What follows belongs to an exercise in optimizing a design on an open flow for small area, a short achievable clock period and few clock cycles; a production flow would make more cautious choices. Only the layout flow was run in this run; the RTL was not checked for function there. Power is estimated from default activity; no workload was simulated.

**design/flow/design.v**
```verilog
module fir_mul
(
  input  wire [15:0] a,
  input  wire [8:0]  one,
  input  wire [7:0]  two,
  input  wire [7:0]  neg,
  output wire [15:0] m
);
  wire pp1;
  wire pp2;
  wire pp3;
  wire pp4;
  wire pp5;
  wire pp6;
  wire pp7;
  wire pp8;
  wire pp9;
  wire pp10;
  wire pp11;
  wire pp12;
  wire pp13;
  wire pp14;
  wire pp15;
  wire pp16;
  wire pp17;
  wire pp18;
  wire pp19;
  wire pp20;
  wire pp21;
  wire pp22;
  wire pp23;
  wire pp24;
  wire pp25;
  wire pp26;
  wire pp27;
  wire pp28;
  wire pp29;
  wire pp30;
  wire pp31;
  wire pp32;
  wire pp33;
  wire pp34;
  wire pp35;
  wire pp36;
  wire pp37;
  wire pp38;
  wire pp39;
  wire pp40;
  wire pp41;
  wire pp42;
  wire pp43;
  wire pp44;
  wire pp45;
  wire pp46;
  wire pp47;
  wire pp48;
  wire pp49;
  wire pp50;
  wire pp51;
  wire pp52;
  wire pp53;
  wire pp54;
  wire pp55;
  wire pp56;
  wire pp57;
  wire pp58;
  wire pp59;
  wire pp60;
  wire pp61;
  wire pp62;
  wire pp63;
  wire pp64;
  wire pp65;
  wire pp66;
  wire pp67;
  wire pp68;
  wire pp69;
  wire pp70;
  wire pp71;
  wire pp72;
  wire pp73;
  wire pp74;
  wire pp75;
  wire pp76;
  wire pp77;
  wire pp78;
  wire pp79;
  wire pp80;
  wire pp81;
  wire pp82;
  wire pp83;
  wire pp84;
  wire pp85;
  wire pp86;
  wire pp87;
  wire pp88;
  wire pp89;
  wire pp90;
  wire pp91;
  wire pp92;
  wire pp93;
  wire pp94;
  wire pp95;
  wire pp96;
  wire pp97;
  wire pp98;
  wire pp99;
  wire pp100;
  wire pp101;
  wire pp102;
  wire pp103;
  wire pp104;
  wire pp105;
  wire pp106;
  wire pp107;
  wire pp108;
  wire pp109;
  wire pp110;
  wire pp111;
  wire pp112;
  wire pp113;
  wire pp114;
  wire pp115;
  wire pp116;
  wire pp117;
  wire pp118;
  wire pp119;
  wire pp120;
  wire pp121;
  wire pp122;
  wire pp123;
  wire pp124;
  wire pp125;
  wire pp126;
  wire pp127;
  wire pp128;
  wire pp129;
  wire pp130;
  wire pp131;
  wire pp132;
  wire pp133;
  wire pp134;
  wire pp135;
  wire pp136;
  wire pp137;
  wire pp138;
  wire pp139;
  wire pp140;
  wire pp141;
  wire pp142;
  wire pp143;
  wire pp144;
  wire pp145;
  wire pp146;
  wire pp147;
  wire pp148;
  wire pp149;
  wire pp150;
  wire pp151;
  wire pp152;
  wire s153;
  wire c154;
  wire s155;
  wire c156;
  wire s157;
  wire c158;
  wire s159;
  wire c160;
  wire s161;
  wire c162;
  wire s163;
  wire c164;
  wire s165;
  wire c166;
  wire s167;
  wire c168;
  wire s169;
  wire c170;
  wire s171;
  wire c172;
  wire s173;
  wire c174;
  wire s175;
  wire c176;
  wire s177;
  wire c178;
  wire s179;
  wire c180;
  wire s181;
  wire c182;
  wire s183;
  wire c184;
  wire s185;
  wire c186;
  wire s187;
  wire c188;
  wire s189;
  wire c190;
  wire s191;
  wire c192;
  wire s193;
  wire c194;
  wire s195;
  wire c196;
  wire s197;
  wire c198;
  wire s199;
  wire c200;
  wire s201;
  wire c202;
  wire s203;
  wire c204;
  wire s205;
  wire c206;
  wire s207;
  wire c208;
  wire s209;
  wire c210;
  wire s211;
  wire c212;
  wire s213;
  wire c214;
  wire s215;
  wire c216;
  wire s217;
  wire c218;
  wire s219;
  wire c220;
  wire s221;
  wire c222;
  wire s223;
  wire c224;
  wire s225;
  wire c226;
  wire s227;
  wire c228;
  wire s229;
  wire c230;
  wire s231;
  wire c232;
  wire s233;
  wire c234;
  wire s235;
  wire c236;
  wire s237;
  wire c238;
  wire s239;
  wire c240;
  wire s241;
  wire c242;
  wire s243;
  wire c244;
  wire s245;
  wire c246;
  wire s247;
  wire c248;
  wire s249;
  wire c250;
  wire s251;
  wire c252;
  wire s253;
  wire c254;
  wire s255;
  wire c256;
  wire s257;
  wire c258;
  wire s259;
  wire c260;
  wire s261;
  wire c262;
  wire s263;
  wire c264;
  wire s265;
  wire c266;
  wire s267;
  wire c268;
  wire s269;
  wire c270;
  wire s271;
  wire c272;
  wire s273;
  wire c274;
  wire s275;
  wire c276;
  wire s277;
  wire c278;
  wire s279;
  wire c280;
  wire s281;
  wire c282;
  wire s283;
  wire c284;
  wire s285;
  wire c286;
  wire s287;
  wire c288;
  wire s289;
  wire c290;
  wire s291;
  wire c292;
  wire s293;
  wire c294;
  wire s295;
  wire c296;
  wire s297;
  wire c298;
  wire s299;
  wire c300;
  wire s301;
  wire c302;
  wire s303;
  wire c304;
  wire s305;
  wire c306;
  wire s307;
  wire c308;
  wire s309;
  wire c310;
  wire s311;
  wire c312;
  wire s313;
  wire c314;
  wire s315;
  wire c316;
  wire s317;
  wire c318;
  wire s319;
  wire c320;
  wire s321;
  wire c322;
  wire s323;
  wire c324;
  wire s325;
  wire c326;
  wire s327;
  wire c328;
  wire s329;
  wire c330;
  wire s331;
  wire c332;
  wire s333;
  wire c334;
  wire s335;
  wire c336;
  wire s337;
  wire c338;
  wire s339;
  wire c340;
  wire s341;
  wire c342;
  wire s343;
  wire c344;
  wire s345;
  wire c346;
  wire s347;
  wire c348;
  wire s349;
  wire c350;
  wire s351;
  wire c352;
  wire s353;
  wire c354;
  wire s355;
  wire c356;
  wire s357;
  wire c358;
  wire s359;
  wire c360;
  wire s361;
  wire c362;
  wire s363;
  wire c364;
  wire s365;
  wire c366;
  wire s367;
  wire c368;
  wire s369;
  wire c370;
  wire s371;
  wire c372;
  wire s373;
  wire c374;
  wire s375;
  wire c376;
  wire s377;
  wire c378;
  wire s379;
  wire c380;
  wire s381;
  wire c382;
  wire s383;
  wire c384;
  wire s385;
  wire c386;
  wire s387;
  wire c388;
  wire s389;
  wire c390;
  wire s391;
  wire c392;
  wire s393;
  wire c394;
  wire s395;
  wire c396;
  wire s397;
  wire c398;
  wire s399;
  wire c400;
  wire s401;
  wire c402;
  wire s403;
  wire c404;
  wire s405;
  wire c406;
  wire s407;
  wire c408;
  wire s409;
  wire c410;
  wire s411;
  wire c412;
  wire s413;
  wire c414;
  assign pp1 = ((one[0] & a[0])) ^ neg[0];
  assign pp2 = ((one[0] & a[1]) | (two[0] & a[0])) ^ neg[0];
  assign pp3 = ((one[0] & a[2]) | (two[0] & a[1])) ^ neg[0];
  assign pp4 = ((one[0] & a[3]) | (two[0] & a[2])) ^ neg[0];
  assign pp5 = ((one[0] & a[4]) | (two[0] & a[3])) ^ neg[0];
  assign pp6 = ((one[0] & a[5]) | (two[0] & a[4])) ^ neg[0];
  assign pp7 = ((one[0] & a[6]) | (two[0] & a[5])) ^ neg[0];
  assign pp8 = ((one[0] & a[7]) | (two[0] & a[6])) ^ neg[0];
  assign pp9 = ((one[0] & a[8]) | (two[0] & a[7])) ^ neg[0];
  assign pp10 = ((one[0] & a[9]) | (two[0] & a[8])) ^ neg[0];
  assign pp11 = ((one[0] & a[10]) | (two[0] & a[9])) ^ neg[0];
  assign pp12 = ((one[0] & a[11]) | (two[0] & a[10])) ^ neg[0];
  assign pp13 = ((one[0] & a[12]) | (two[0] & a[11])) ^ neg[0];
  assign pp14 = ((one[0] & a[13]) | (two[0] & a[12])) ^ neg[0];
  assign pp15 = ((one[0] & a[14]) | (two[0] & a[13])) ^ neg[0];
  assign pp16 = ((one[0] & a[15]) | (two[0] & a[14])) ^ neg[0];
  assign pp17 = ((two[0] & a[15])) ^ neg[0];
  assign pp18 = ((one[1] & a[0])) ^ neg[1];
  assign pp19 = ((one[1] & a[1]) | (two[1] & a[0])) ^ neg[1];
  assign pp20 = ((one[1] & a[2]) | (two[1] & a[1])) ^ neg[1];
  assign pp21 = ((one[1] & a[3]) | (two[1] & a[2])) ^ neg[1];
  assign pp22 = ((one[1] & a[4]) | (two[1] & a[3])) ^ neg[1];
  assign pp23 = ((one[1] & a[5]) | (two[1] & a[4])) ^ neg[1];
  assign pp24 = ((one[1] & a[6]) | (two[1] & a[5])) ^ neg[1];
  assign pp25 = ((one[1] & a[7]) | (two[1] & a[6])) ^ neg[1];
  assign pp26 = ((one[1] & a[8]) | (two[1] & a[7])) ^ neg[1];
  assign pp27 = ((one[1] & a[9]) | (two[1] & a[8])) ^ neg[1];
  assign pp28 = ((one[1] & a[10]) | (two[1] & a[9])) ^ neg[1];
  assign pp29 = ((one[1] & a[11]) | (two[1] & a[10])) ^ neg[1];
  assign pp30 = ((one[1] & a[12]) | (two[1] & a[11])) ^ neg[1];
  assign pp31 = ((one[1] & a[13]) | (two[1] & a[12])) ^ neg[1];
  assign pp32 = ((one[1] & a[14]) | (two[1] & a[13])) ^ neg[1];
  assign pp33 = ((one[1] & a[15]) | (two[1] & a[14])) ^ neg[1];
  assign pp34 = ((two[1] & a[15])) ^ neg[1];
  assign pp35 = ((one[2] & a[0])) ^ neg[2];
  assign pp36 = ((one[2] & a[1]) | (two[2] & a[0])) ^ neg[2];
  assign pp37 = ((one[2] & a[2]) | (two[2] & a[1])) ^ neg[2];
  assign pp38 = ((one[2] & a[3]) | (two[2] & a[2])) ^ neg[2];
  assign pp39 = ((one[2] & a[4]) | (two[2] & a[3])) ^ neg[2];
  assign pp40 = ((one[2] & a[5]) | (two[2] & a[4])) ^ neg[2];
  assign pp41 = ((one[2] & a[6]) | (two[2] & a[5])) ^ neg[2];
  assign pp42 = ((one[2] & a[7]) | (two[2] & a[6])) ^ neg[2];
  assign pp43 = ((one[2] & a[8]) | (two[2] & a[7])) ^ neg[2];
  assign pp44 = ((one[2] & a[9]) | (two[2] & a[8])) ^ neg[2];
  assign pp45 = ((one[2] & a[10]) | (two[2] & a[9])) ^ neg[2];
  assign pp46 = ((one[2] & a[11]) | (two[2] & a[10])) ^ neg[2];
  assign pp47 = ((one[2] & a[12]) | (two[2] & a[11])) ^ neg[2];
  assign pp48 = ((one[2] & a[13]) | (two[2] & a[12])) ^ neg[2];
  assign pp49 = ((one[2] & a[14]) | (two[2] & a[13])) ^ neg[2];
  assign pp50 = ((one[2] & a[15]) | (two[2] & a[14])) ^ neg[2];
  assign pp51 = ((two[2] & a[15])) ^ neg[2];
  assign pp52 = ((one[3] & a[0])) ^ neg[3];
  assign pp53 = ((one[3] & a[1]) | (two[3] & a[0])) ^ neg[3];
  assign pp54 = ((one[3] & a[2]) | (two[3] & a[1])) ^ neg[3];
  assign pp55 = ((one[3] & a[3]) | (two[3] & a[2])) ^ neg[3];
  assign pp56 = ((one[3] & a[4]) | (two[3] & a[3])) ^ neg[3];
  assign pp57 = ((one[3] & a[5]) | (two[3] & a[4])) ^ neg[3];
  assign pp58 = ((one[3] & a[6]) | (two[3] & a[5])) ^ neg[3];
  assign pp59 = ((one[3] & a[7]) | (two[3] & a[6])) ^ neg[3];
  assign pp60 = ((one[3] & a[8]) | (two[3] & a[7])) ^ neg[3];
  assign pp61 = ((one[3] & a[9]) | (two[3] & a[8])) ^ neg[3];
  assign pp62 = ((one[3] & a[10]) | (two[3] & a[9])) ^ neg[3];
  assign pp63 = ((one[3] & a[11]) | (two[3] & a[10])) ^ neg[3];
  assign pp64 = ((one[3] & a[12]) | (two[3] & a[11])) ^ neg[3];
  assign pp65 = ((one[3] & a[13]) | (two[3] & a[12])) ^ neg[3];
  assign pp66 = ((one[3] & a[14]) | (two[3] & a[13])) ^ neg[3];
  assign pp67 = ((one[3] & a[15]) | (two[3] & a[14])) ^ neg[3];
  assign pp68 = ((two[3] & a[15])) ^ neg[3];
  assign pp69 = ((one[4] & a[0])) ^ neg[4];
  assign pp70 = ((one[4] & a[1]) | (two[4] & a[0])) ^ neg[4];
  assign pp71 = ((one[4] & a[2]) | (two[4] & a[1])) ^ neg[4];
  assign pp72 = ((one[4] & a[3]) | (two[4] & a[2])) ^ neg[4];
  assign pp73 = ((one[4] & a[4]) | (two[4] & a[3])) ^ neg[4];
  assign pp74 = ((one[4] & a[5]) | (two[4] & a[4])) ^ neg[4];
  assign pp75 = ((one[4] & a[6]) | (two[4] & a[5])) ^ neg[4];
  assign pp76 = ((one[4] & a[7]) | (two[4] & a[6])) ^ neg[4];
  assign pp77 = ((one[4] & a[8]) | (two[4] & a[7])) ^ neg[4];
  assign pp78 = ((one[4] & a[9]) | (two[4] & a[8])) ^ neg[4];
  assign pp79 = ((one[4] & a[10]) | (two[4] & a[9])) ^ neg[4];
  assign pp80 = ((one[4] & a[11]) | (two[4] & a[10])) ^ neg[4];
  assign pp81 = ((one[4] & a[12]) | (two[4] & a[11])) ^ neg[4];
  assign pp82 = ((one[4] & a[13]) | (two[4] & a[12])) ^ neg[4];
  assign pp83 = ((one[4] & a[14]) | (two[4] & a[13])) ^ neg[4];
  assign pp84 = ((one[4] & a[15]) | (two[4] & a[14])) ^ neg[4];
  assign pp85 = ((two[4] & a[15])) ^ neg[4];
  assign pp86 = ((one[5] & a[0])) ^ neg[5];
  assign pp87 = ((one[5] & a[1]) | (two[5] & a[0])) ^ neg[5];
  assign pp88 = ((one[5] & a[2]) | (two[5] & a[1])) ^ neg[5];
  assign pp89 = ((one[5] & a[3]) | (two[5] & a[2])) ^ neg[5];
  assign pp90 = ((one[5] & a[4]) | (two[5] & a[3])) ^ neg[5];
  assign pp91 = ((one[5] & a[5]) | (two[5] & a[4])) ^ neg[5];
  assign pp92 = ((one[5] & a[6]) | (two[5] & a[5])) ^ neg[5];
  assign pp93 = ((one[5] & a[7]) | (two[5] & a[6])) ^ neg[5];
  assign pp94 = ((one[5] & a[8]) | (two[5] & a[7])) ^ neg[5];
  assign pp95 = ((one[5] & a[9]) | (two[5] & a[8])) ^ neg[5];
  assign pp96 = ((one[5] & a[10]) | (two[5] & a[9])) ^ neg[5];
  assign pp97 = ((one[5] & a[11]) | (two[5] & a[10])) ^ neg[5];
  assign pp98 = ((one[5] & a[12]) | (two[5] & a[11])) ^ neg[5];
  assign pp99 = ((one[5] & a[13]) | (two[5] & a[12])) ^ neg[5];
  assign pp100 = ((one[5] & a[14]) | (two[5] & a[13])) ^ neg[5];
  assign pp101 = ((one[5] & a[15]) | (two[5] & a[14])) ^ neg[5];
  assign pp102 = ((two[5] & a[15])) ^ neg[5];
  assign pp103 = ((one[6] & a[0])) ^ neg[6];
  assign pp104 = ((one[6] & a[1]) | (two[6] & a[0])) ^ neg[6];
  assign pp105 = ((one[6] & a[2]) | (two[6] & a[1])) ^ neg[6];
  assign pp106 = ((one[6] & a[3]) | (two[6] & a[2])) ^ neg[6];
  assign pp107 = ((one[6] & a[4]) | (two[6] & a[3])) ^ neg[6];
  assign pp108 = ((one[6] & a[5]) | (two[6] & a[4])) ^ neg[6];
  assign pp109 = ((one[6] & a[6]) | (two[6] & a[5])) ^ neg[6];
  assign pp110 = ((one[6] & a[7]) | (two[6] & a[6])) ^ neg[6];
  assign pp111 = ((one[6] & a[8]) | (two[6] & a[7])) ^ neg[6];
  assign pp112 = ((one[6] & a[9]) | (two[6] & a[8])) ^ neg[6];
  assign pp113 = ((one[6] & a[10]) | (two[6] & a[9])) ^ neg[6];
  assign pp114 = ((one[6] & a[11]) | (two[6] & a[10])) ^ neg[6];
  assign pp115 = ((one[6] & a[12]) | (two[6] & a[11])) ^ neg[6];
  assign pp116 = ((one[6] & a[13]) | (two[6] & a[12])) ^ neg[6];
  assign pp117 = ((one[6] & a[14]) | (two[6] & a[13])) ^ neg[6];
  assign pp118 = ((one[6] & a[15]) | (two[6] & a[14])) ^ neg[6];
  assign pp119 = ((two[6] & a[15])) ^ neg[6];
  assign pp120 = ((one[7] & a[0])) ^ neg[7];
  assign pp121 = ((one[7] & a[1]) | (two[7] & a[0])) ^ neg[7];
  assign pp122 = ((one[7] & a[2]) | (two[7] & a[1])) ^ neg[7];
  assign pp123 = ((one[7] & a[3]) | (two[7] & a[2])) ^ neg[7];
  assign pp124 = ((one[7] & a[4]) | (two[7] & a[3])) ^ neg[7];
  assign pp125 = ((one[7] & a[5]) | (two[7] & a[4])) ^ neg[7];
  assign pp126 = ((one[7] & a[6]) | (two[7] & a[5])) ^ neg[7];
  assign pp127 = ((one[7] & a[7]) | (two[7] & a[6])) ^ neg[7];
  assign pp128 = ((one[7] & a[8]) | (two[7] & a[7])) ^ neg[7];
  assign pp129 = ((one[7] & a[9]) | (two[7] & a[8])) ^ neg[7];
  assign pp130 = ((one[7] & a[10]) | (two[7] & a[9])) ^ neg[7];
  assign pp131 = ((one[7] & a[11]) | (two[7] & a[10])) ^ neg[7];
  assign pp132 = ((one[7] & a[12]) | (two[7] & a[11])) ^ neg[7];
  assign pp133 = ((one[7] & a[13]) | (two[7] & a[12])) ^ neg[7];
  assign pp134 = ((one[7] & a[14]) | (two[7] & a[13])) ^ neg[7];
  assign pp135 = ((one[7] & a[15]) | (two[7] & a[14])) ^ neg[7];
  assign pp136 = ((two[7] & a[15])) ^ neg[7];
  assign pp137 = one[8] & a[0];
  assign pp138 = one[8] & a[1];
  assign pp139 = one[8] & a[2];
  assign pp140 = one[8] & a[3];
  assign pp141 = one[8] & a[4];
  assign pp142 = one[8] & a[5];
  assign pp143 = one[8] & a[6];
  assign pp144 = one[8] & a[7];
  assign pp145 = one[8] & a[8];
  assign pp146 = one[8] & a[9];
  assign pp147 = one[8] & a[10];
  assign pp148 = one[8] & a[11];
  assign pp149 = one[8] & a[12];
  assign pp150 = one[8] & a[13];
  assign pp151 = one[8] & a[14];
  assign pp152 = one[8] & a[15];
  assign s153 = pp11 ^ pp26;
  assign c154 = pp11 & pp26;
  assign s155 = pp12 ^ pp27;
  assign c156 = pp12 & pp27;
  assign s157 = pp13 ^ pp28 ^ pp43;
  assign c158 = (pp13 & pp28) | (pp13 & pp43) | (pp28 & pp43);
  assign s159 = pp58 ^ pp73;
  assign c160 = pp58 & pp73;
  assign s161 = pp14 ^ pp29 ^ pp44;
  assign c162 = (pp14 & pp29) | (pp14 & pp44) | (pp29 & pp44);
  assign s163 = pp59 ^ pp74;
  assign c164 = pp59 & pp74;
  assign s165 = pp15 ^ pp30 ^ pp45;
  assign c166 = (pp15 & pp30) | (pp15 & pp45) | (pp30 & pp45);
  assign s167 = pp60 ^ pp75 ^ pp90;
  assign c168 = (pp60 & pp75) | (pp60 & pp90) | (pp75 & pp90);
  assign s169 = pp105 ^ pp120;
  assign c170 = pp105 & pp120;
  assign s171 = pp16 ^ pp31 ^ pp46;
  assign c172 = (pp16 & pp31) | (pp16 & pp46) | (pp31 & pp46);
  assign s173 = pp61 ^ pp76 ^ pp91;
  assign c174 = (pp61 & pp76) | (pp61 & pp91) | (pp76 & pp91);
  assign s175 = pp106 ^ pp121;
  assign c176 = pp106 & pp121;
  assign s177 = pp17 ^ pp32 ^ pp47;
  assign c178 = (pp17 & pp32) | (pp17 & pp47) | (pp32 & pp47);
  assign s179 = pp62 ^ pp77 ^ pp92;
  assign c180 = (pp62 & pp77) | (pp62 & pp92) | (pp77 & pp92);
  assign s181 = pp107 ^ pp122 ^ pp137;
  assign c182 = (pp107 & pp122) | (pp107 & pp137) | (pp122 & pp137);
  assign s183 = pp33 ^ pp48 ^ pp63;
  assign c184 = (pp33 & pp48) | (pp33 & pp63) | (pp48 & pp63);
  assign s185 = pp78 ^ pp93 ^ pp108;
  assign c186 = (pp78 & pp93) | (pp78 & pp108) | (pp93 & pp108);
  assign s187 = pp123 ^ pp138 ^ neg[0];
  assign c188 = (pp123 & pp138) | (pp123 & neg[0]) | (pp138 & neg[0]);
  assign s189 = pp34 ^ pp49 ^ pp64;
  assign c190 = (pp34 & pp49) | (pp34 & pp64) | (pp49 & pp64);
  assign s191 = pp79 ^ pp94 ^ pp109;
  assign c192 = (pp79 & pp94) | (pp79 & pp109) | (pp94 & pp109);
  assign s193 = pp124 ^ pp139 ^ neg[0];
  assign c194 = (pp124 & pp139) | (pp124 & neg[0]) | (pp139 & neg[0]);
  assign s195 = pp50 ^ pp65 ^ pp80;
  assign c196 = (pp50 & pp65) | (pp50 & pp80) | (pp65 & pp80);
  assign s197 = pp95 ^ pp110 ^ pp125;
  assign c198 = (pp95 & pp110) | (pp95 & pp125) | (pp110 & pp125);
  assign s199 = pp140 ^ ~neg[0] ^ ~neg[1];
  assign c200 = (pp140 & ~neg[0]) | (pp140 & ~neg[1]) | (~neg[0] & ~neg[1]);
  assign s201 = pp51 ^ pp66 ^ pp81;
  assign c202 = (pp51 & pp66) | (pp51 & pp81) | (pp66 & pp81);
  assign s203 = pp96 ^ pp111 ^ pp126;
  assign c204 = (pp96 & pp111) | (pp96 & pp126) | (pp111 & pp126);
  assign s205 = pp141 ^ 1'b1;
  assign c206 = pp141 & 1'b1;
  assign s207 = pp67 ^ pp82 ^ pp97;
  assign c208 = (pp67 & pp82) | (pp67 & pp97) | (pp82 & pp97);
  assign s209 = pp112 ^ pp127 ^ pp142;
  assign c210 = (pp112 & pp127) | (pp112 & pp142) | (pp127 & pp142);
  assign s211 = pp68 ^ pp83 ^ pp98;
  assign c212 = (pp68 & pp83) | (pp68 & pp98) | (pp83 & pp98);
  assign s213 = pp113 ^ pp128;
  assign c214 = pp113 & pp128;
  assign s215 = pp84 ^ pp99 ^ pp114;
  assign c216 = (pp84 & pp99) | (pp84 & pp114) | (pp99 & pp114);
  assign s217 = pp85 ^ pp100;
  assign c218 = pp85 & pp100;
  assign s219 = pp7 ^ pp22;
  assign c220 = pp7 & pp22;
  assign s221 = pp8 ^ pp23;
  assign c222 = pp8 & pp23;
  assign s223 = pp9 ^ pp24 ^ pp39;
  assign c224 = (pp9 & pp24) | (pp9 & pp39) | (pp24 & pp39);
  assign s225 = pp54 ^ pp69;
  assign c226 = pp54 & pp69;
  assign s227 = pp10 ^ pp25 ^ pp40;
  assign c228 = (pp10 & pp25) | (pp10 & pp40) | (pp25 & pp40);
  assign s229 = pp55 ^ pp70;
  assign c230 = pp55 & pp70;
  assign s231 = s153 ^ pp41 ^ pp56;
  assign c232 = (s153 & pp41) | (s153 & pp56) | (pp41 & pp56);
  assign s233 = pp71 ^ pp86 ^ neg[5];
  assign c234 = (pp71 & pp86) | (pp71 & neg[5]) | (pp86 & neg[5]);
  assign s235 = c154 ^ s155 ^ pp42;
  assign c236 = (c154 & s155) | (c154 & pp42) | (s155 & pp42);
  assign s237 = pp57 ^ pp72 ^ pp87;
  assign c238 = (pp57 & pp72) | (pp57 & pp87) | (pp72 & pp87);
  assign s239 = c156 ^ s157 ^ s159;
  assign c240 = (c156 & s157) | (c156 & s159) | (s157 & s159);
  assign s241 = pp88 ^ pp103 ^ neg[6];
  assign c242 = (pp88 & pp103) | (pp88 & neg[6]) | (pp103 & neg[6]);
  assign s243 = c158 ^ c160 ^ s161;
  assign c244 = (c158 & c160) | (c158 & s161) | (c160 & s161);
  assign s245 = s163 ^ pp89 ^ pp104;
  assign c246 = (s163 & pp89) | (s163 & pp104) | (pp89 & pp104);
  assign s247 = c162 ^ c164 ^ s165;
  assign c248 = (c162 & c164) | (c162 & s165) | (c164 & s165);
  assign s249 = s167 ^ s169 ^ neg[7];
  assign c250 = (s167 & s169) | (s167 & neg[7]) | (s169 & neg[7]);
  assign s251 = c166 ^ c168 ^ c170;
  assign c252 = (c166 & c168) | (c166 & c170) | (c168 & c170);
  assign s253 = s171 ^ s173 ^ s175;
  assign c254 = (s171 & s173) | (s171 & s175) | (s173 & s175);
  assign s255 = c172 ^ c174 ^ c176;
  assign c256 = (c172 & c174) | (c172 & c176) | (c174 & c176);
  assign s257 = s177 ^ s179 ^ s181;
  assign c258 = (s177 & s179) | (s177 & s181) | (s179 & s181);
  assign s259 = c178 ^ c180 ^ c182;
  assign c260 = (c178 & c180) | (c178 & c182) | (c180 & c182);
  assign s261 = s183 ^ s185 ^ s187;
  assign c262 = (s183 & s185) | (s183 & s187) | (s185 & s187);
  assign s263 = c184 ^ c186 ^ c188;
  assign c264 = (c184 & c186) | (c184 & c188) | (c186 & c188);
  assign s265 = s189 ^ s191 ^ s193;
  assign c266 = (s189 & s191) | (s189 & s193) | (s191 & s193);
  assign s267 = c190 ^ c192 ^ c194;
  assign c268 = (c190 & c192) | (c190 & c194) | (c192 & c194);
  assign s269 = s195 ^ s197 ^ s199;
  assign c270 = (s195 & s197) | (s195 & s199) | (s197 & s199);
  assign s271 = c196 ^ c198 ^ c200;
  assign c272 = (c196 & c198) | (c196 & c200) | (c198 & c200);
  assign s273 = s201 ^ s203 ^ s205;
  assign c274 = (s201 & s203) | (s201 & s205) | (s203 & s205);
  assign s275 = c202 ^ c204 ^ c206;
  assign c276 = (c202 & c204) | (c202 & c206) | (c204 & c206);
  assign s277 = s207 ^ s209 ^ ~neg[2];
  assign c278 = (s207 & s209) | (s207 & ~neg[2]) | (s209 & ~neg[2]);
  assign s279 = c208 ^ c210 ^ s211;
  assign c280 = (c208 & c210) | (c208 & s211) | (c210 & s211);
  assign s281 = s213 ^ pp143 ^ 1'b1;
  assign c282 = (s213 & pp143) | (s213 & 1'b1) | (pp143 & 1'b1);
  assign s283 = c212 ^ c214 ^ s215;
  assign c284 = (c212 & c214) | (c212 & s215) | (c214 & s215);
  assign s285 = pp129 ^ pp144 ^ ~neg[3];
  assign c286 = (pp129 & pp144) | (pp129 & ~neg[3]) | (pp144 & ~neg[3]);
  assign s287 = c216 ^ s217 ^ pp115;
  assign c288 = (c216 & s217) | (c216 & pp115) | (s217 & pp115);
  assign s289 = pp130 ^ pp145 ^ 1'b1;
  assign c290 = (pp130 & pp145) | (pp130 & 1'b1) | (pp145 & 1'b1);
  assign s291 = c218 ^ pp101 ^ pp116;
  assign c292 = (c218 & pp101) | (c218 & pp116) | (pp101 & pp116);
  assign s293 = pp131 ^ pp146 ^ ~neg[4];
  assign c294 = (pp131 & pp146) | (pp131 & ~neg[4]) | (pp146 & ~neg[4]);
  assign s295 = pp102 ^ pp117 ^ pp132;
  assign c296 = (pp102 & pp117) | (pp102 & pp132) | (pp117 & pp132);
  assign s297 = pp147 ^ 1'b1;
  assign c298 = pp147 & 1'b1;
  assign s299 = pp118 ^ pp133 ^ pp148;
  assign c300 = (pp118 & pp133) | (pp118 & pp148) | (pp133 & pp148);
  assign s301 = pp119 ^ pp134;
  assign c302 = pp119 & pp134;
  assign s303 = pp5 ^ pp20;
  assign c304 = pp5 & pp20;
  assign s305 = pp6 ^ pp21;
  assign c306 = pp6 & pp21;
  assign s307 = s219 ^ pp37 ^ pp52;
  assign c308 = (s219 & pp37) | (s219 & pp52) | (pp37 & pp52);
  assign s309 = c220 ^ s221 ^ pp38;
  assign c310 = (c220 & s221) | (c220 & pp38) | (s221 & pp38);
  assign s311 = c222 ^ s223 ^ s225;
  assign c312 = (c222 & s223) | (c222 & s225) | (s223 & s225);
  assign s313 = c224 ^ c226 ^ s227;
  assign c314 = (c224 & c226) | (c224 & s227) | (c226 & s227);
  assign s315 = c228 ^ c230 ^ s231;
  assign c316 = (c228 & c230) | (c228 & s231) | (c230 & s231);
  assign s317 = c232 ^ c234 ^ s235;
  assign c318 = (c232 & c234) | (c232 & s235) | (c234 & s235);
  assign s319 = c236 ^ c238 ^ s239;
  assign c320 = (c236 & c238) | (c236 & s239) | (c238 & s239);
  assign s321 = c240 ^ c242 ^ s243;
  assign c322 = (c240 & c242) | (c240 & s243) | (c242 & s243);
  assign s323 = c244 ^ c246 ^ s247;
  assign c324 = (c244 & c246) | (c244 & s247) | (c246 & s247);
  assign s325 = c248 ^ c250 ^ s251;
  assign c326 = (c248 & c250) | (c248 & s251) | (c250 & s251);
  assign s327 = c252 ^ c254 ^ s255;
  assign c328 = (c252 & c254) | (c252 & s255) | (c254 & s255);
  assign s329 = c256 ^ c258 ^ s259;
  assign c330 = (c256 & c258) | (c256 & s259) | (c258 & s259);
  assign s331 = c260 ^ c262 ^ s263;
  assign c332 = (c260 & c262) | (c260 & s263) | (c262 & s263);
  assign s333 = c264 ^ c266 ^ s267;
  assign c334 = (c264 & c266) | (c264 & s267) | (c266 & s267);
  assign s335 = c268 ^ c270 ^ s271;
  assign c336 = (c268 & c270) | (c268 & s271) | (c270 & s271);
  assign s337 = c272 ^ c274 ^ s275;
  assign c338 = (c272 & c274) | (c272 & s275) | (c274 & s275);
  assign s339 = c276 ^ c278 ^ s279;
  assign c340 = (c276 & c278) | (c276 & s279) | (c278 & s279);
  assign s341 = c280 ^ c282 ^ s283;
  assign c342 = (c280 & c282) | (c280 & s283) | (c282 & s283);
  assign s343 = c284 ^ c286 ^ s287;
  assign c344 = (c284 & c286) | (c284 & s287) | (c286 & s287);
  assign s345 = c288 ^ c290 ^ s291;
  assign c346 = (c288 & c290) | (c288 & s291) | (c290 & s291);
  assign s347 = c292 ^ c294 ^ s295;
  assign c348 = (c292 & c294) | (c292 & s295) | (c294 & s295);
  assign s349 = c296 ^ c298 ^ s299;
  assign c350 = (c296 & c298) | (c296 & s299) | (c298 & s299);
  assign s351 = c300 ^ s301 ^ pp149;
  assign c352 = (c300 & s301) | (c300 & pp149) | (s301 & pp149);
  assign s353 = c302 ^ pp135 ^ pp150;
  assign c354 = (c302 & pp135) | (c302 & pp150) | (pp135 & pp150);
  assign s355 = pp136 ^ pp151;
  assign c356 = pp136 & pp151;
  assign s357 = pp3 ^ pp18;
  assign c358 = pp3 & pp18;
  assign s359 = pp4 ^ pp19;
  assign c360 = pp4 & pp19;
  assign s361 = s303 ^ pp35 ^ neg[2];
  assign c362 = (s303 & pp35) | (s303 & neg[2]) | (pp35 & neg[2]);
  assign s363 = c304 ^ s305 ^ pp36;
  assign c364 = (c304 & s305) | (c304 & pp36) | (s305 & pp36);
  assign s365 = c306 ^ s307 ^ neg[3];
  assign c366 = (c306 & s307) | (c306 & neg[3]) | (s307 & neg[3]);
  assign s367 = c308 ^ s309 ^ pp53;
  assign c368 = (c308 & s309) | (c308 & pp53) | (s309 & pp53);
  assign s369 = c310 ^ s311 ^ neg[4];
  assign c370 = (c310 & s311) | (c310 & neg[4]) | (s311 & neg[4]);
  assign s371 = c312 ^ s313 ^ s229;
  assign c372 = (c312 & s313) | (c312 & s229) | (s313 & s229);
  assign s373 = c314 ^ s315 ^ s233;
  assign c374 = (c314 & s315) | (c314 & s233) | (s315 & s233);
  assign s375 = c316 ^ s317 ^ s237;
  assign c376 = (c316 & s317) | (c316 & s237) | (s317 & s237);
  assign s377 = c318 ^ s319 ^ s241;
  assign c378 = (c318 & s319) | (c318 & s241) | (s319 & s241);
  assign s379 = c320 ^ s321 ^ s245;
  assign c380 = (c320 & s321) | (c320 & s245) | (s321 & s245);
  assign s381 = c322 ^ s323 ^ s249;
  assign c382 = (c322 & s323) | (c322 & s249) | (s323 & s249);
  assign s383 = c324 ^ s325 ^ s253;
  assign c384 = (c324 & s325) | (c324 & s253) | (s325 & s253);
  assign s385 = c326 ^ s327 ^ s257;
  assign c386 = (c326 & s327) | (c326 & s257) | (s327 & s257);
  assign s387 = c328 ^ s329 ^ s261;
  assign c388 = (c328 & s329) | (c328 & s261) | (s329 & s261);
  assign s389 = c330 ^ s331 ^ s265;
  assign c390 = (c330 & s331) | (c330 & s265) | (s331 & s265);
  assign s391 = c332 ^ s333 ^ s269;
  assign c392 = (c332 & s333) | (c332 & s269) | (s333 & s269);
  assign s393 = c334 ^ s335 ^ s273;
  assign c394 = (c334 & s335) | (c334 & s273) | (s335 & s273);
  assign s395 = c336 ^ s337 ^ s277;
  assign c396 = (c336 & s337) | (c336 & s277) | (s337 & s277);
  assign s397 = c338 ^ s339 ^ s281;
  assign c398 = (c338 & s339) | (c338 & s281) | (s339 & s281);
  assign s399 = c340 ^ s341 ^ s285;
  assign c400 = (c340 & s341) | (c340 & s285) | (s341 & s285);
  assign s401 = c342 ^ s343 ^ s289;
  assign c402 = (c342 & s343) | (c342 & s289) | (s343 & s289);
  assign s403 = c344 ^ s345 ^ s293;
  assign c404 = (c344 & s345) | (c344 & s293) | (s345 & s293);
  assign s405 = c346 ^ s347 ^ s297;
  assign c406 = (c346 & s347) | (c346 & s297) | (s347 & s297);
  assign s407 = c348 ^ s349 ^ ~neg[5];
  assign c408 = (c348 & s349) | (c348 & ~neg[5]) | (s349 & ~neg[5]);
  assign s409 = c350 ^ s351 ^ 1'b1;
  assign c410 = (c350 & s351) | (c350 & 1'b1) | (s351 & 1'b1);
  assign s411 = c352 ^ s353 ^ ~neg[6];
  assign c412 = (c352 & s353) | (c352 & ~neg[6]) | (s353 & ~neg[6]);
  assign s413 = c354 ^ s355 ^ 1'b1;
  assign c414 = (c354 & s355) | (c354 & 1'b1) | (s355 & 1'b1);
  wire [30:0] r0 = {c412, c410, c408, c406, c404, c402, c400, c398, c396, c394, c392, c390, c388, c386, c384, c382, c380, c378, c376, c374, c372, c370, c368, c366, c364, c362, c360, c358, s357, pp2, pp1};
  wire [30:0] r1 = {s413, s411, s409, s407, s405, s403, s401, s399, s397, s395, s393, s391, s389, s387, s385, s383, s381, s379, s377, s375, s373, s371, s369, s367, s365, s363, s361, s359, neg[1], 1'b0, neg[0]};
  wire [30:0] g0 = r0 & r1;
  wire [30:0] p0 = r0 ^ r1;
  wire G1 = g0[1] | (p0[1] & g0[0]);
  wire P1 = p0[1] & p0[0];
  wire G2 = g0[3] | (p0[3] & g0[2]);
  wire P2 = p0[3] & p0[2];
  wire G3 = g0[5] | (p0[5] & g0[4]);
  wire P3 = p0[5] & p0[4];
  wire G4 = g0[7] | (p0[7] & g0[6]);
  wire P4 = p0[7] & p0[6];
  wire G5 = g0[9] | (p0[9] & g0[8]);
  wire P5 = p0[9] & p0[8];
  wire G6 = g0[11] | (p0[11] & g0[10]);
  wire P6 = p0[11] & p0[10];
  wire G7 = g0[13] | (p0[13] & g0[12]);
  wire P7 = p0[13] & p0[12];
  wire G8 = g0[15] | (p0[15] & g0[14]);
  wire P8 = p0[15] & p0[14];
  wire G9 = g0[17] | (p0[17] & g0[16]);
  wire P9 = p0[17] & p0[16];
  wire G10 = g0[19] | (p0[19] & g0[18]);
  wire P10 = p0[19] & p0[18];
  wire G11 = g0[21] | (p0[21] & g0[20]);
  wire P11 = p0[21] & p0[20];
  wire G12 = g0[23] | (p0[23] & g0[22]);
  wire P12 = p0[23] & p0[22];
  wire G13 = g0[25] | (p0[25] & g0[24]);
  wire P13 = p0[25] & p0[24];
  wire G14 = g0[27] | (p0[27] & g0[26]);
  wire P14 = p0[27] & p0[26];
  wire G15 = g0[29] | (p0[29] & g0[28]);
  wire P15 = p0[29] & p0[28];
  wire G16 = G2 | (P2 & G1);
  wire P16 = P2 & P1;
  wire G17 = G4 | (P4 & G3);
  wire P17 = P4 & P3;
  wire G18 = G6 | (P6 & G5);
  wire P18 = P6 & P5;
  wire G19 = G8 | (P8 & G7);
  wire P19 = P8 & P7;
  wire G20 = G10 | (P10 & G9);
  wire P20 = P10 & P9;
  wire G21 = G12 | (P12 & G11);
  wire P21 = P12 & P11;
  wire G22 = G14 | (P14 & G13);
  wire P22 = P14 & P13;
  wire G23 = G17 | (P17 & G16);
  wire P23 = P17 & P16;
  wire G24 = G19 | (P19 & G18);
  wire P24 = P19 & P18;
  wire G25 = G21 | (P21 & G20);
  wire P25 = P21 & P20;
  wire G26 = G24 | (P24 & G23);
  wire P26 = P24 & P23;
  wire G27 = G25 | (P25 & G26);
  wire P27 = P25 & P26;
  wire G28 = G18 | (P18 & G23);
  wire P28 = P18 & P23;
  wire G29 = G20 | (P20 & G26);
  wire P29 = P20 & P26;
  wire G30 = G22 | (P22 & G27);
  wire P30 = P22 & P27;
  wire G31 = G3 | (P3 & G16);
  wire P31 = P3 & P16;
  wire G32 = G5 | (P5 & G23);
  wire P32 = P5 & P23;
  wire G33 = G7 | (P7 & G28);
  wire P33 = P7 & P28;
  wire G34 = G9 | (P9 & G26);
  wire P34 = P9 & P26;
  wire G35 = G11 | (P11 & G29);
  wire P35 = P11 & P29;
  wire G36 = G13 | (P13 & G27);
  wire P36 = P13 & P27;
  wire G37 = G15 | (P15 & G30);
  wire P37 = P15 & P30;
  wire G38 = g0[2] | (p0[2] & G1);
  wire P38 = p0[2] & P1;
  wire G39 = g0[4] | (p0[4] & G16);
  wire P39 = p0[4] & P16;
  wire G40 = g0[6] | (p0[6] & G31);
  wire P40 = p0[6] & P31;
  wire G41 = g0[8] | (p0[8] & G23);
  wire P41 = p0[8] & P23;
  wire G42 = g0[10] | (p0[10] & G32);
  wire P42 = p0[10] & P32;
  wire G43 = g0[12] | (p0[12] & G28);
  wire P43 = p0[12] & P28;
  wire G44 = g0[14] | (p0[14] & G33);
  wire P44 = p0[14] & P33;
  wire G45 = g0[16] | (p0[16] & G26);
  wire P45 = p0[16] & P26;
  wire G46 = g0[18] | (p0[18] & G34);
  wire P46 = p0[18] & P34;
  wire G47 = g0[20] | (p0[20] & G29);
  wire P47 = p0[20] & P29;
  wire G48 = g0[22] | (p0[22] & G35);
  wire P48 = p0[22] & P35;
  wire G49 = g0[24] | (p0[24] & G27);
  wire P49 = p0[24] & P27;
  wire G50 = g0[26] | (p0[26] & G36);
  wire P50 = p0[26] & P36;
  wire G51 = g0[28] | (p0[28] & G30);
  wire P51 = p0[28] & P30;
  wire G52 = g0[30] | (p0[30] & G37);
  wire P52 = p0[30] & P37;
  assign m[0] = p0[15] ^ G44;
  assign m[1] = p0[16] ^ G26;
  assign m[2] = p0[17] ^ G45;
  assign m[3] = p0[18] ^ G34;
  assign m[4] = p0[19] ^ G46;
  assign m[5] = p0[20] ^ G29;
  assign m[6] = p0[21] ^ G47;
  assign m[7] = p0[22] ^ G35;
  assign m[8] = p0[23] ^ G48;
  assign m[9] = p0[24] ^ G27;
  assign m[10] = p0[25] ^ G49;
  assign m[11] = p0[26] ^ G36;
  assign m[12] = p0[27] ^ G50;
  assign m[13] = p0[28] ^ G30;
  assign m[14] = p0[29] ^ G51;
  assign m[15] = p0[30] ^ G37;
endmodule
module fir_booth
(
  input  wire [15:0] b,
  output wire [8:0]  one,
  output wire [7:0]  two,
  output wire [7:0]  neg
);
  wire [16:0] bx = {b, 1'b0};
  genvar i;
  generate
    for (i = 0; i < 8; i = i + 1) begin : dig
      wire h = bx[2*i+2], m = bx[2*i+1], l = bx[2*i];
      assign one[i] = m ^ l;
      assign two[i] = (h & ~m & ~l) | (~h & m & l);
      assign neg[i] = h & ~(m & l);
    end
  endgenerate
  assign one[8] = b[15];
endmodule
module ahb_lite_fir_filter
(
  input  wire        clk,
  input  wire        n_rst,
  input  wire        hsel,
  input  wire [3:0]  haddr,
  input  wire        hsize,
  input  wire [1:0]  htrans,
  input  wire        hwrite,
  input  wire [15:0] hwdata,
  output reg  [15:0] hrdata,
  output reg         hresp
);
  wire xfer   = hsel & (htrans == 2'd2);
  wire wr_ok  = (haddr >= 4'd4) & (haddr <= 4'd14);
  always_comb hresp = xfer & (hwrite ? ~wr_ok : (haddr == 4'd15));
  reg        wp;           
  reg [3:0]  pa;           
  reg        ps;           
  always_ff @(posedge clk, negedge n_rst)
    if (!n_rst) wp <= 1'b0;
    else        wp <= xfer & hwrite & wr_ok;
  always_ff @(posedge clk) begin
    pa <= haddr;
    ps <= hsize;
  end
  wire wlo = wp & (ps | ~pa[0]);
  wire whi = wp & (ps |  pa[0]);
  reg [15:0] smp;                  
  reg [15:0] f0, f1, f2, f3;       
  reg [15:0] c0, c1, c2, c3;       
  reg [15:0] x1, x2;               
  reg        vc, vx1, vx2;         
  reg [17:0] acc;                  
  reg [15:0] res;                  
  reg        err;
  reg [15:0] mr;                   
  reg [15:0] ma;                   
  reg [8:0]  bone;                 
  reg [7:0]  btwo, bneg;
  reg s_0;                         
  reg u;                           
  reg s_c1;                        
  reg s_c2;                        
  reg s_c3;                        
  reg s_a3;                        
  reg g2;                          
  wire sel_smp = pa[3:1] == 3'd2;
  wire start   = wp & sel_smp;
  wire wr14    = wp & (pa == 4'd14);
  wire load    = wr14 & hwdata[0];
  wire [15:0] smp_n = {whi & sel_smp ? hwdata[15:8] : smp[15:8],
                       wlo & sel_smp ? hwdata[7:0]  : smp[7:0]};
  function automatic gt16(input [15:0] a, input [15:0] b);
    reg [15:0] g, l;
    integer w, i;
    g = a & ~b;
    l = ~a & b;
    for (w = 1; w < 16; w = w * 2)
      for (i = 0; i < 16; i = i + 2 * w) begin
        g[i] = g[i + w] | (~l[i + w] & g[i]);
        l[i] = l[i + w] | (~g[i + w] & l[i]);
      end
    gt16 = g[0];
  endfunction
  reg  [15:0] bn;
  wire [8:0]  bn_one;
  wire [7:0]  bn_two, bn_neg;
  wire [15:0] m;
  always_comb
    bn = ({16{start & vc}} & c0) | ({16{s_0 & vc}} & c1) |
         ({16{s_c1 & vc}} & c2) | ({16{s_c2 & vc}} & c3);
  fir_booth ENC (.b(bn), .one(bn_one), .two(bn_two), .neg(bn_neg));
  always_ff @(posedge clk) begin
    ma <= ({16{start | wr14 | s_0}} & smp_n) | ({16{s_c1 & vx1}} & x1) |
          ({16{s_c2 & vx2}} & x2);
    bone <= bn_one;
    btwo <= bn_two;
    bneg <= bn_neg;
  end
  fir_mul MUL (.a(ma), .one(bone), .two(btwo), .neg(bneg), .m(m));
  wire        mgt  = gt16(mr, acc[15:0]);
  wire        dneg = acc[17] | mgt;
  wire        sub  = g2 | s_c3;
  wire [17:0] opa  = s_c2 ? 18'd0 : acc;
  wire [17:0] opb  = sub ? ~{2'b0, mr} : {2'b0, mr};
  wire        cin  = s_c3 | (g2 & ~dneg);
  wire [17:0] sum  = opa + opb + {17'd0, cin};
  wire err_now = (~acc[17] & acc[16]) | (acc[17] & mgt);
  always_ff @(posedge clk)
    mr <= m;
  always_ff @(posedge clk, negedge n_rst) begin
    if (!n_rst) begin
      smp <= '0;
      f0 <= '0; f1 <= '0; f2 <= '0; f3 <= '0;
      vc <= 1'b0; vx1 <= 1'b0; vx2 <= 1'b0;
      acc <= '0;
      res <= '0;
      err <= 1'b0;
      s_0 <= 1'b0; u <= 1'b0; s_c1 <= 1'b0; s_c2 <= 1'b0; s_c3 <= 1'b0;
      s_a3 <= 1'b0; g2 <= 1'b0;
    end else begin
      smp <= smp_n;
      if (wlo && pa[3:1] == 3'd3) f0[7:0]  <= hwdata[7:0];
      if (whi && pa[3:1] == 3'd3) f0[15:8] <= hwdata[15:8];
      if (wlo && pa[3:1] == 3'd4) f1[7:0]  <= hwdata[7:0];
      if (whi && pa[3:1] == 3'd4) f1[15:8] <= hwdata[15:8];
      if (wlo && pa[3:1] == 3'd5) f2[7:0]  <= hwdata[7:0];
      if (whi && pa[3:1] == 3'd5) f2[15:8] <= hwdata[15:8];
      if (wlo && pa[3:1] == 3'd6) f3[7:0]  <= hwdata[7:0];
      if (whi && pa[3:1] == 3'd6) f3[15:8] <= hwdata[15:8];
      if (start) begin
        vx1 <= 1'b1;
        vx2 <= vx1;
      end
      if (load)
        vc <= 1'b1;
      s_0  <= start | load;
      u    <= start;
      s_c1 <= s_0;
      g2   <= s_0 & u;
      s_c2 <= s_c1;
      s_c3 <= s_c2;
      s_a3 <= s_c3;
      if (load)
        err <= 1'b0;
      else if (g2)
        err <= err_now;
      if (g2)
        res <= sum[15:0] ^ {16{dneg}};
      if (s_c2 | s_c3 | s_a3)
        acc <= sum;
    end
  end
  always_ff @(posedge clk) begin
    if (start) begin
      x1 <= smp;
      x2 <= x1;
    end
    if (load) begin
      c0 <= f0; c1 <= f1; c2 <= f2; c3 <= f3;
    end
  end
  reg [6:0] rlo, rhi;
  wire      rd = xfer & ~hwrite;
  always_ff @(posedge clk) begin
    for (int k = 0; k < 7; k++) begin
      rlo[k] <= rd & (haddr[3:1] == k) & (hsize | ~haddr[0]);
      rhi[k] <= rd & (haddr[3:1] == k) & (hsize |  haddr[0]);
    end
  end
  wire [15:0] g0 = {7'b0, g2 ? err_now : err, 7'b0, s_0};
  wire [15:0] r_hl [0:6];
  assign r_hl[0] = g0;
  assign r_hl[1] = res;
  assign r_hl[2] = smp;
  assign r_hl[3] = f0;
  assign r_hl[4] = f1;
  assign r_hl[5] = f2;
  assign r_hl[6] = f3;
  always_comb begin
    hrdata = 16'd0;
    for (int k = 0; k < 7; k++)
      hrdata = hrdata | ({{8{rhi[k]}}, {8{rlo[k]}}} & r_hl[k]);
  end
endmodule
```
**design/flow/flow/run.sh**
```bash
#!/bin/bash
set -uo pipefail
export SETUP_SLACK_MARGIN=6.0
export BUFFER_PORTS_ARGS="-buffer_cell sky130_fd_sc_hd__buf_2"
bash standard.sh > standard.log 2>&1
```
**design/flow/standard.sh**
```bash
#!/bin/bash
# synth_recipe.tcl (not shown) runs the flow's synth.tcl, then flattens the netlist and writes it again
# the make line also repeats each setting of config.mk as NAME=value (left out here)
make -C /OpenROAD-flow-scripts/flow DESIGN_CONFIG=/design/flow/config.mk WORK_HOME=/design/flow/orfs CLKGATE_MAP_FILE= SYNTH_SCRIPT=/design/flow/synth_recipe.tcl "${@:-finish}"
```
**design/flow/config.mk**
```make
export PLATFORM = sky130hd
export DESIGN_NAME = ahb_lite_fir_filter
export DESIGN_NICKNAME = ahb_lite_fir_filter
export VERILOG_FILES = /design/flow/design.v
export SDC_FILE = /design/flow/constraint.sdc
export NUM_CORES = 4
export LEC_CHECK = 0
export CAP_MARGIN = 20
export CORE_MARGIN = 2
export CORE_UTILIZATION = 60
export CTS_BUF_LIST = sky130_fd_sc_hd__clkbuf_16
export CTS_CLUSTER_DIAMETER = 80
export CTS_CLUSTER_SIZE = 25
export SLEW_MARGIN = 20
```
**design/flow/constraint.sdc**
```tcl
create_clock -name core_clock -period 11.0 [get_ports {clk}]
set_input_delay 2.2000 -clock core_clock [delete_from_list [all_inputs] [get_ports {clk}]]
set_output_delay 2.2000 -clock core_clock [all_outputs]
set_load 0.01 [all_outputs]
```
==> summary.md <==
| Metric | Value |
|---|---|
| Synth cell types | `62` |
| WL/cell | `22.0 um` |
| Via count | `12.6k` |
| Max Slew Vio Count | `0` |
| Layout cells sized above 1 | `0.199` |
| Hold Fails Final Rpt | `0` |
| Fmax | `0.199 GHz` |
| Worst clock skew | `0.0176 ns` |
| Leak | `8.59 nW` |
| Synthesis-stage register bit count | `298` |
| Post-Layout Inst Area | `20300 sq um` |
| Final Cycle Share | `0.456` |
| Crit-path slowest cell | `fa_1` |
| Syn Nets | `1899` |
| Crit Path Category | `flip-flop to flip-flop` |
| Final Non-Filler Cells | `2117` |
| Die height | `179 um` |
| Worst-Margin Slew | `0.966 ns` |
| Die area | `32000 sq um` |
| Final core utilization | `0.670` |
| Most numerous cell in the Yosys netlist | `a22oi_1` |
| Worst setup EP type | `flip-flop` |
| Num CTS Buffers | `17` |
| Syn. warnings | `1` |
| Number of synthesized flops with an enable pin | `96` |
| CTS tree | `yes` |
| Total gr overflow | `0` |
| CP top delay family | `adder cells` |
| First DRT Iteration DRCs | `1107` |
| Status | `complete, no violations` |
| Synthesized area | `18400 sq um` |
| CP arrival | `5.42 ns` |
| First-pass GRT wire length | `71.5 mm` |
| Max Buffers Root-to-Sink | `3` |
| Area contributors post-synth | `dfrtp_1, edfxtp_1, fa_1, dfxtp_1, a22oi_1` |
| Max-slew headroom | `0.354` |
| Max VDD drop | `0.140 mV` |
| DR vias/cell | `5.96` |
| Num ports | `44` |
| Tot GR Track Use | `0.296` |
| PnR worst setup slack | `5.98 ns` |
| TritonRoute pass-1 iters | `6` |
| Final TNS setup | `0 ns` |
| Ant diodes | `0` |
| WP buf/inv | `4` |
| Count of hold-fix buffers inserted at cts | `0` |
| Final worst path period need | `5.02 ns` |
| Root buf cell | `clkbuf_16` |
| Post-DP HPWL | `32.6 mm` |
| Port Buffers | `43` |
| Synth Flop Type | `dfrtp_1` |
| Critical-path cell list | `buf_4 > buf_4 > a22oi_1 > xnor2_1 > fa_1 > inv_1 > fa_1 > inv_1 > fa_1 > fa_1 > ha_1 > nor2b_1 > o21ai_0 > nand2b_1 > o21bai_4 > a21o_1 > a21o_1 > fa_2 > xor2_1` |
| Antenna viol nets, final | `0` |
| Vias in the first global route | `12.4k` |
| Largest net degree at the start of global routing | `76` |
| Startpoint Class | `flip-flop` |
| Placed cells | `2022` |
| # DRC | `0` |
| Die X | `179 um` |
| Post-synth top cells | `a22oi_1, inv_1, xnor2_1, dfrtp_1, fa_1` |
| Initial antenna violation count | `1` |
| Core area | `30300 sq um` |
| CP Max Fanout | `9` |
| Post-synth top area cell | `dfrtp_1` |
| Asr flop ratio synth | `0.423` |
| Cell row count | `64` |
| Hold Crit Class | `flip-flop to flip-flop` |
| Mean Syn Cell Area | `10.9 sq um` |
| Power density over cell area | `107 nW/um^2` |
| # clock sinks | `298` |
| DP Area | `18800 sq um` |
| Post-synth top area share | `0.172` |
| Final setup violation count | `0` |
| Unrepaired setup endpoints after global routing | `true` |
| Reg clk slew, reported paths | `0.10 ns` |
| Initial Util | `0.605` |
| Synth Instances | `1688` |
| Worst skew pair latency | `0.52 ns` |
| H-Tree Depth | `1` |
| Pre-CTS setup slack | `5.18 ns` |
| Final net count | `1921` |
| Drt total wl | `46.7 mm` |
| Routability cong. | `0.871` |
| Most Frequent Cell on Critical Path | `fa_1` |
| P&R area growth vs syn | `10.6%` |
| Max-Cap Viols | `0` |
| CP required | `11.40 ns` |
| CP peak stage delay | `0.51 ns` |
| Register area share after synthesis | `0.411` |
path summary, 6_finish.rpt:
kind	from	to	slack [ns]	cells past startpoint
setup / recovery	ma[13]	mr[12]	5.98	19
hold / removal	s_c1	s_c2	0.43	0
setup reg to reg	ma[13]	mr[12]	5.98	19
hold reg to reg	s_c1	s_c2	0.43	0
max in group asynchronous	n_rst	acc[8]	8.22	2
min in group asynchronous	n_rst	f2[1]	1.62	1
what timing repair did:
action,in CTS,in global routing
gates resized for setup,109,35
pin swaps,31,20
endpoints found under the setup margin,22,14
buffers inserted,62,3
logic make-up (layout without fill, tap and decap cells):
family                   count (synthesis)  in the layout  share of synthesized area
AO/OA/AOI/OAI                          324            324                      0.125
AND/OR/NAND/NOR                        280            280                     0.0742
flip-flops                             298            298                      0.411
buffers and inverters                  303            336                     0.0628
XOR/XNOR                               193            193                     0.0920
multiplexers                            98             98                     0.0590
adder cells (fa/ha/maj)                192            192                      0.176
registers in the layout (all words and copies together), names as in the netlist, 9 cells and up:
name / flops
mr: 16
x1: 16
c3: 16
c1: 16
ma: 16
acc: 18
c2: 16
smp: 16
res: 16
x2: 16
f2: 16
c0: 16
bone: 9
f1: 16
f0: 16
f3: 16
final cells by class:
class / instances / area (sq um)
repair buffers: 122 / 890
fillers: 2372 / 10000
clock inverters: 13 / 95.1
inverters: 184 / 698
well taps: 396 / 495
clock buffers: 17 / 425
flip-flops and latches: 298 / 7690
multi-input cells: 1087 / 10000
placed cells by master (no fill, tap or decap), drive strengths merged, types with 6 or more instances in the layout:
cell,instances
a22oi,182
nor3,16
nand3,31
a22o,9
nand3b,6
dfxtp,76
mux2i,19
and2,16
clkbuf,17
nand2b,12
a221o,8
nor2,56
xnor2,150
inv,194
a21oi,34
mux2,79
buf,122
edfxtp,96
nand4,7
fa,113
ha,71
dfrtp,126
maj3,8
o21ai,52
xor2,43
and4,8
nor2b,19
nand2,94
a21o,8
layer usage:
metal,vias to the layer above,share of wire,GRT usage
li1,5815,-,-
met1,6257,0.45,0.435
met2,484,0.46,0.471
met3,65,0.069,0.0386
met4,2,0.022,0.0650
met5,-,0.00028,0
per-stage QoR:
| stage | power, mW | hold WS (ns) |
|---|---|---|
| after floorplan | 1.43 | 0.359 |
| after global placement | 1.51 | 0.397 |
| after detailed placement | 1.51 | 0.399 |
| after CTS | 2.19 | 0.418 |
| after global routing | 2.26 | 0.441 |
| final | 2.18 | 0.427 |
power by group:
group / switching (mW) / internal [mW]
clock: 0.380 / 0.297
combinational: 0.167 / 0.115
sequential: 0.0411 / 1.18
total: 0.588 / 1.59

==> static timing again, ports no longer ideal <==
The flow's constraints put no driver on any port. The routed layout listed below was extracted and timed again, unchanged, in two steps. Step 1, drivers: a clkbuf_16 drives clk and a buf_2 each remaining input, both assumed. Step 2, shift: input delay + t, output delay - t, t = (earliest + latest rising clock arrival at the registers) / 2. This alone moves slack from input paths to output paths. a / b / c = ideal / step 1 / step 2; a / b = the first two.
shift t [ns]: 0.565
setup WS [ns]: 5.985 / 5.969 / 5.985
worst hold slack (ns): 0.427 / 0.427 / 0.427
clock arrival spread, ns: 0.021 / 0.021
After both steps this run still meets setup and hold. The setup slack of this run moves by -0.016 ns with the drivers and by 0.000 ns with both steps.
